Context: an optimization exercise on an open-source flow, tuned for small area and a short achievable clock period. The choices shown serve that exercise and are no tape-out recipe.
At most, simulation tests tie the RTL to the original design; equivalence was not proved.

==> job 7925: inputs <==
==> flow/design.v (excerpt) <==
module DCT_one_dimensional
(
    input   wire                    sys_clk         ,
    input   wire                    sys_rst_n       ,
    input   wire                    start           ,
    input   wire            [95:0]  DCT_data_in     ,
    output  wire    signed  [11:0]  DCT_data_o_z0   ,
    output  wire    signed  [11:0]  DCT_data_o_z1   ,
    output  wire    signed  [11:0]  DCT_data_o_z2   ,
    output  wire    signed  [11:0]  DCT_data_o_z3   ,
    output  wire    signed  [11:0]  DCT_data_o_z4   ,
    output  wire    signed  [11:0]  DCT_data_o_z5   ,
    output  wire    signed  [11:0]  DCT_data_o_z6   ,
    output  wire    signed  [11:0]  DCT_data_o_z7   ,
    output  wire                    data_en
);
reg     [9:1]   st      ;
always @(posedge sys_clk or negedge sys_rst_n)
    if (sys_rst_n == 1'b0)
        st <= 9'd0;
    else
        st <= {st[8:1], start};
assign data_en = st[9];
reg             busy    ;
always @(posedge sys_clk or negedge sys_rst_n)
    if (sys_rst_n == 1'b0)
        busy <= 1'b0;
    else if (start == 1'b1)
        busy <= 1'b1;
    else if (st[5] == 1'b1)
        busy <= 1'b0;
wire    b_first = st[1];
wire    b_last  = st[6];
wire    r_last  = st[7];
wire    a_clr   = st[2];
reg     [95:0]  xs      ;
wire    [95:0]  xs_nxt  ;
genvar          gi, gj;
generate
    for (gi = 0; gi < 8; gi = gi + 1) begin : g_smp
        for (gj = 0; gj < 12; gj = gj + 1) begin : g_bit
            if (gj >= 10) begin : g_top
                assign xs_nxt[12*gi+gj] = DCT_data_in[12*gi+gj];
            end else begin : g_shf
  ...
==> module DCT_one_dimensional, before the edit <==
module DCT_one_dimensional
(
    input   wire                    sys_clk         ,
    input   wire                    sys_rst_n       ,
    input   wire                    start           ,
    input   wire            [95:0]  DCT_data_in     ,
    output  wire    signed  [11:0]  DCT_data_o_z0   ,
    output  wire    signed  [11:0]  DCT_data_o_z1   ,
    output  wire    signed  [11:0]  DCT_data_o_z2   ,
    output  wire    signed  [11:0]  DCT_data_o_z3   ,
    output  wire    signed  [11:0]  DCT_data_o_z4   ,
    output  wire    signed  [11:0]  DCT_data_o_z5   ,
    output  wire    signed  [11:0]  DCT_data_o_z6   ,
    output  wire    signed  [11:0]  DCT_data_o_z7   ,
    output  wire                    data_en
);
reg     [9:1]   st      ;
always @(posedge sys_clk or negedge sys_rst_n)
    if (sys_rst_n == 1'b0)
        st <= 9'd0;
    else
        st <= {st[8:1], start};
assign data_en = st[9];
reg             busy    ;
always @(posedge sys_clk or negedge sys_rst_n)
    if (sys_rst_n == 1'b0)
        busy <= 1'b0;
    else if (start == 1'b1)
        busy <= 1'b1;
    else if (st[5] == 1'b1)
        busy <= 1'b0;
wire    b_first = st[1];
wire    b_last  = st[6];
wire    r_last  = st[7];
wire    a_clr   = st[2];
reg     [95:0]  xs      ;
wire    [95:0]  xs_nxt  ;
genvar          gi, gj;
generate
    for (gi = 0; gi < 8; gi = gi + 1) begin : g_smp
        for (gj = 0; gj < 12; gj = gj + 1) begin : g_bit
            if (gj >= 10) begin : g_top
                assign xs_nxt[12*gi+gj] = DCT_data_in[12*gi+gj];
            end else begin : g_shf
                assign xs_nxt[12*gi+gj] = busy ? xs[12*gi+gj+2] : DCT_data_in[12*gi+gj];
            end
        end
    end
endgenerate
always @(posedge sys_clk)
    xs <= xs_nxt;
reg     [3:0]   ce, cd  ;        
wire    [3:0]   ce_n, cd_n, el_n, eh_n, dl_n, dh_n;
generate
    for (gi = 0; gi < 4; gi = gi + 1) begin : g_bfly
        wire a0 = xs[12*gi];
        wire a1 = xs[12*gi+1];
        wire b0 = xs[12*(7-gi)];
        wire b1 = xs[12*(7-gi)+1];
        wire n0 = ~b0;
        wire n1 = ~b1;
        wire ec0 = b_first ? 1'b0 : ce[gi];
        wire es0 = a0 ^ b0 ^ ec0;
        wire ec1 = (a0 & b0) | (a0 & ec0) | (b0 & ec0);
        wire es1 = a1 ^ b1 ^ ec1;
        wire ec2 = (a1 & b1) | (a1 & ec1) | (b1 & ec1);
        wire dc0 = b_first ? 1'b1 : cd[gi];
        wire ds0 = a0 ^ n0 ^ dc0;
        wire dc1 = (a0 & n0) | (a0 & dc0) | (n0 & dc0);
        wire ds1 = a1 ^ n1 ^ dc1;
        wire dc2 = (a1 & n1) | (a1 & dc1) | (n1 & dc1);
        assign ce_n[gi] = ec2;
        assign cd_n[gi] = dc2;
        assign el_n[gi] = es0;
        assign eh_n[gi] = es1 ^ b_last;
        assign dl_n[gi] = ds0;
        assign dh_n[gi] = ds1 ^ b_last;
    end
endgenerate
reg     [15:0]  oel, oeh, odl, odh;
always @(posedge sys_clk) begin
    ce  <= ce_n;
    cd  <= cd_n;
    oel <= 16'd1 << el_n;
    oeh <= 16'd1 << eh_n;
    odl <= 16'd1 << dl_n;
    odh <= 16'd1 << dh_n;
end
wire    [15:0]  oeh_p = oeh & {16{~r_last}};
wire    [15:0]  oeh_n = oeh & {16{r_last}};
wire    [15:0]  odh_p = odh & {16{~r_last}};
wire    [15:0]  odh_n = odh & {16{r_last}};
DA_z0 DA_z0_inst (.sys_clk(sys_clk), .h_lo(oel), .h_hi(oeh), .h_p(oeh_p), .h_n(oeh_n), .clr(a_clr), .z(DCT_data_o_z0));
DA_z1 DA_z1_inst (.sys_clk(sys_clk), .h_lo(odl), .h_hi(odh), .h_p(odh_p), .h_n(odh_n), .clr(a_clr), .z(DCT_data_o_z1));
DA_z2 DA_z2_inst (.sys_clk(sys_clk), .h_lo(oel), .h_hi(oeh),                            .clr(a_clr), .z(DCT_data_o_z2));
DA_z3 DA_z3_inst (.sys_clk(sys_clk), .h_lo(odl), .h_hi(odh), .h_p(odh_p), .h_n(odh_n), .clr(a_clr), .z(DCT_data_o_z3));
DA_z4 DA_z4_inst (.sys_clk(sys_clk), .h_lo(oel), .h_hi(oeh),                            .clr(a_clr), .z(DCT_data_o_z4));
DA_z5 DA_z5_inst (.sys_clk(sys_clk), .h_lo(odl), .h_hi(odh), .h_p(odh_p), .h_n(odh_n), .clr(a_clr), .z(DCT_data_o_z5));
DA_z6 DA_z6_inst (.sys_clk(sys_clk), .h_lo(oel), .h_hi(oeh),                            .clr(a_clr), .z(DCT_data_o_z6));
DA_z7 DA_z7_inst (.sys_clk(sys_clk), .h_lo(odl), .h_hi(odh), .h_p(odh_p), .h_n(odh_n), .clr(a_clr), .z(DCT_data_o_z7));
endmodule
clock: 5.0 ns
lec_check: 0
cap_margin: 20
core_margin: 2
core_utilization: 40
setup_slack_margin: 2.0
slew_margin: 20
run.sh (not shown) runs the stock make flow with config.mk's settings and CLKGATE_MAP_FILE= SYNTH_SCRIPT=/design/flow/synth_recipe.tcl, a recipe that flattens the netlist after the stock synthesis.
==> inputs of job 167, as changes to job 7925 <==
--- a/flow/design.v
+++ b/flow/design.v
@@ -401,5 +401,3 @@
         busy <= 1'b0;
-wire    b_first = st[1];
 wire    b_last  = st[6];
-wire    r_last  = st[7];
 wire    a_clr   = st[2];
@@ -428,6 +426,6 @@
         wire b0 = xs[12*(7-gi)];
-        wire b1 = xs[12*(7-gi)+1];
-        wire n0 = ~b0;
-        wire n1 = ~b1;
-        wire ec0 = b_first ? 1'b0 : ce[gi];
+        wire b1 = xs[12*(7-gi)+1] ^ b_last;
+        wire n0 = ~xs[12*(7-gi)];
+        wire n1 = ~xs[12*(7-gi)+1] ^ b_last;
+        wire ec0 = ce[gi];
         wire es0 = a0 ^ b0 ^ ec0;
@@ -436,3 +434,3 @@
         wire ec2 = (a1 & b1) | (a1 & ec1) | (b1 & ec1);
-        wire dc0 = b_first ? 1'b1 : cd[gi];
+        wire dc0 = cd[gi];
         wire ds0 = a0 ^ n0 ^ dc0;
@@ -441,23 +439,25 @@
         wire dc2 = (a1 & n1) | (a1 & dc1) | (n1 & dc1);
-        assign ce_n[gi] = ec2;
-        assign cd_n[gi] = dc2;
+        assign ce_n[gi] = busy & ec2;
+        assign cd_n[gi] = ~busy | dc2;
         assign el_n[gi] = es0;
-        assign eh_n[gi] = es1 ^ b_last;
+        assign eh_n[gi] = es1;
         assign dl_n[gi] = ds0;
-        assign dh_n[gi] = ds1 ^ b_last;
+        assign dh_n[gi] = ds1;
     end
 endgenerate
-reg     [15:0]  oel, oeh, odl, odh;
+wire    [15:0]  eh1 = 16'd1 << eh_n;
+wire    [15:0]  dh1 = 16'd1 << dh_n;
+reg     [15:0]  oel, oeh, odl, odh, oeh_p, oeh_n, odh_p, odh_n;
 always @(posedge sys_clk) begin
-    ce  <= ce_n;
-    cd  <= cd_n;
-    oel <= 16'd1 << el_n;
-    oeh <= 16'd1 << eh_n;
-    odl <= 16'd1 << dl_n;
-    odh <= 16'd1 << dh_n;
+    ce    <= ce_n;
+    cd    <= cd_n;
+    oel   <= 16'd1 << el_n;
+    odl   <= 16'd1 << dl_n;
+    oeh   <= eh1;
+    odh   <= dh1;
+    oeh_p <= eh1 & {16{~b_last}};
+    oeh_n <= eh1 & {16{b_last}};
+    odh_p <= dh1 & {16{~b_last}};
+    odh_n <= dh1 & {16{b_last}};
 end
-wire    [15:0]  oeh_p = oeh & {16{~r_last}};
-wire    [15:0]  oeh_n = oeh & {16{r_last}};
-wire    [15:0]  odh_p = odh & {16{~r_last}};
-wire    [15:0]  odh_n = odh & {16{r_last}};
 DA_z0 DA_z0_inst (.sys_clk(sys_clk), .h_lo(oel), .h_hi(oeh), .h_p(oeh_p), .h_n(oeh_n), .clr(a_clr), .z(DCT_data_o_z0));
Settings changed: ABC_AREA set to 1, CTS_BUF_LIST set to sky130_fd_sc_hd__clkbuf_4 sky130_fd_sc_hd__clkbuf_8, SETUP_SLACK_MARGIN 2.0 to 2.5.
==> flow_summary.toml <==
[finish]
fin_util_pct = 49.31
antenna_cells = 0
clockNetworkAreaShare_pct = 6.396
layout.nets = 2583
buf_share_pct = 9.354
syn_to_final_growth_pct = 21.39

[placement]
dpl_cell_area_mm2 = 0.02195
gp_congestion = 0.8818

[global_routing]
use_met1_pct = 24.72
met2_usage_pct = 28.77
grt_max_degree = 82

[critical_path]
crit_slowest_cell = "or4_4"
reg2reg_slack_ns = 1.99
cp.depth = 11

[clocking]
cts_made_buffers = 43
cts_resized = 25

[drt]
drt_iter0_drc = 1046

[status]
run_status = "no timing/DRC/antenna violations"

[timing]
fin_ws_ns = 1.994
the above is filed under job 7925

==> flow_summary.toml <==
[finish]
clockNetworkAreaShare_pct = 6.421
layout.nets = 3761
antenna_cells = 1
fin_util_pct = 47.05
syn_to_final_growth_pct = 16.89

[critical_path]
reg2reg_slack_ns = 2.67
cp.depth = 1

[placement]
gp_congestion = 0.9504

[global_routing]
use_met1_pct = 26.39
grt_max_degree = 90

[clocking]
cts_made_buffers = 78

[status]
run_status = "no timing/DRC/antenna violations"
the above is filed under job 167

For job 167, only the layout was checked, not whether the RTL still works.

==> afterwards: timing with drivers on the ports <==
Ports are ideal in the flow. The routed layouts listed here were re-timed in OpenROAD.
Step 1 assumes that a clkbuf_16 drives the clock port and a buf_2 every other input.
Step 2 moves the port delays by t, midway between the first and last clock arrival at a register: inputs arrive t later, outputs are due t later. That takes back most of the time a late clock gives input paths.
Three values: no drivers, after step 1, after step 2; two values: the first two.
run	t, ns	setup WS [ns]	worst hold slack (ns)	worst slew at a driven data input, ns
job 7925	0.637	1.994 / 1.994 / 1.994	0.348 / 0.348 / 0.348	0.05
job 167	0.699	2.658 / 2.601 / 2.667	0.345 / 0.345 / 0.345	0.06
After both steps setup and hold are still met in every run listed.
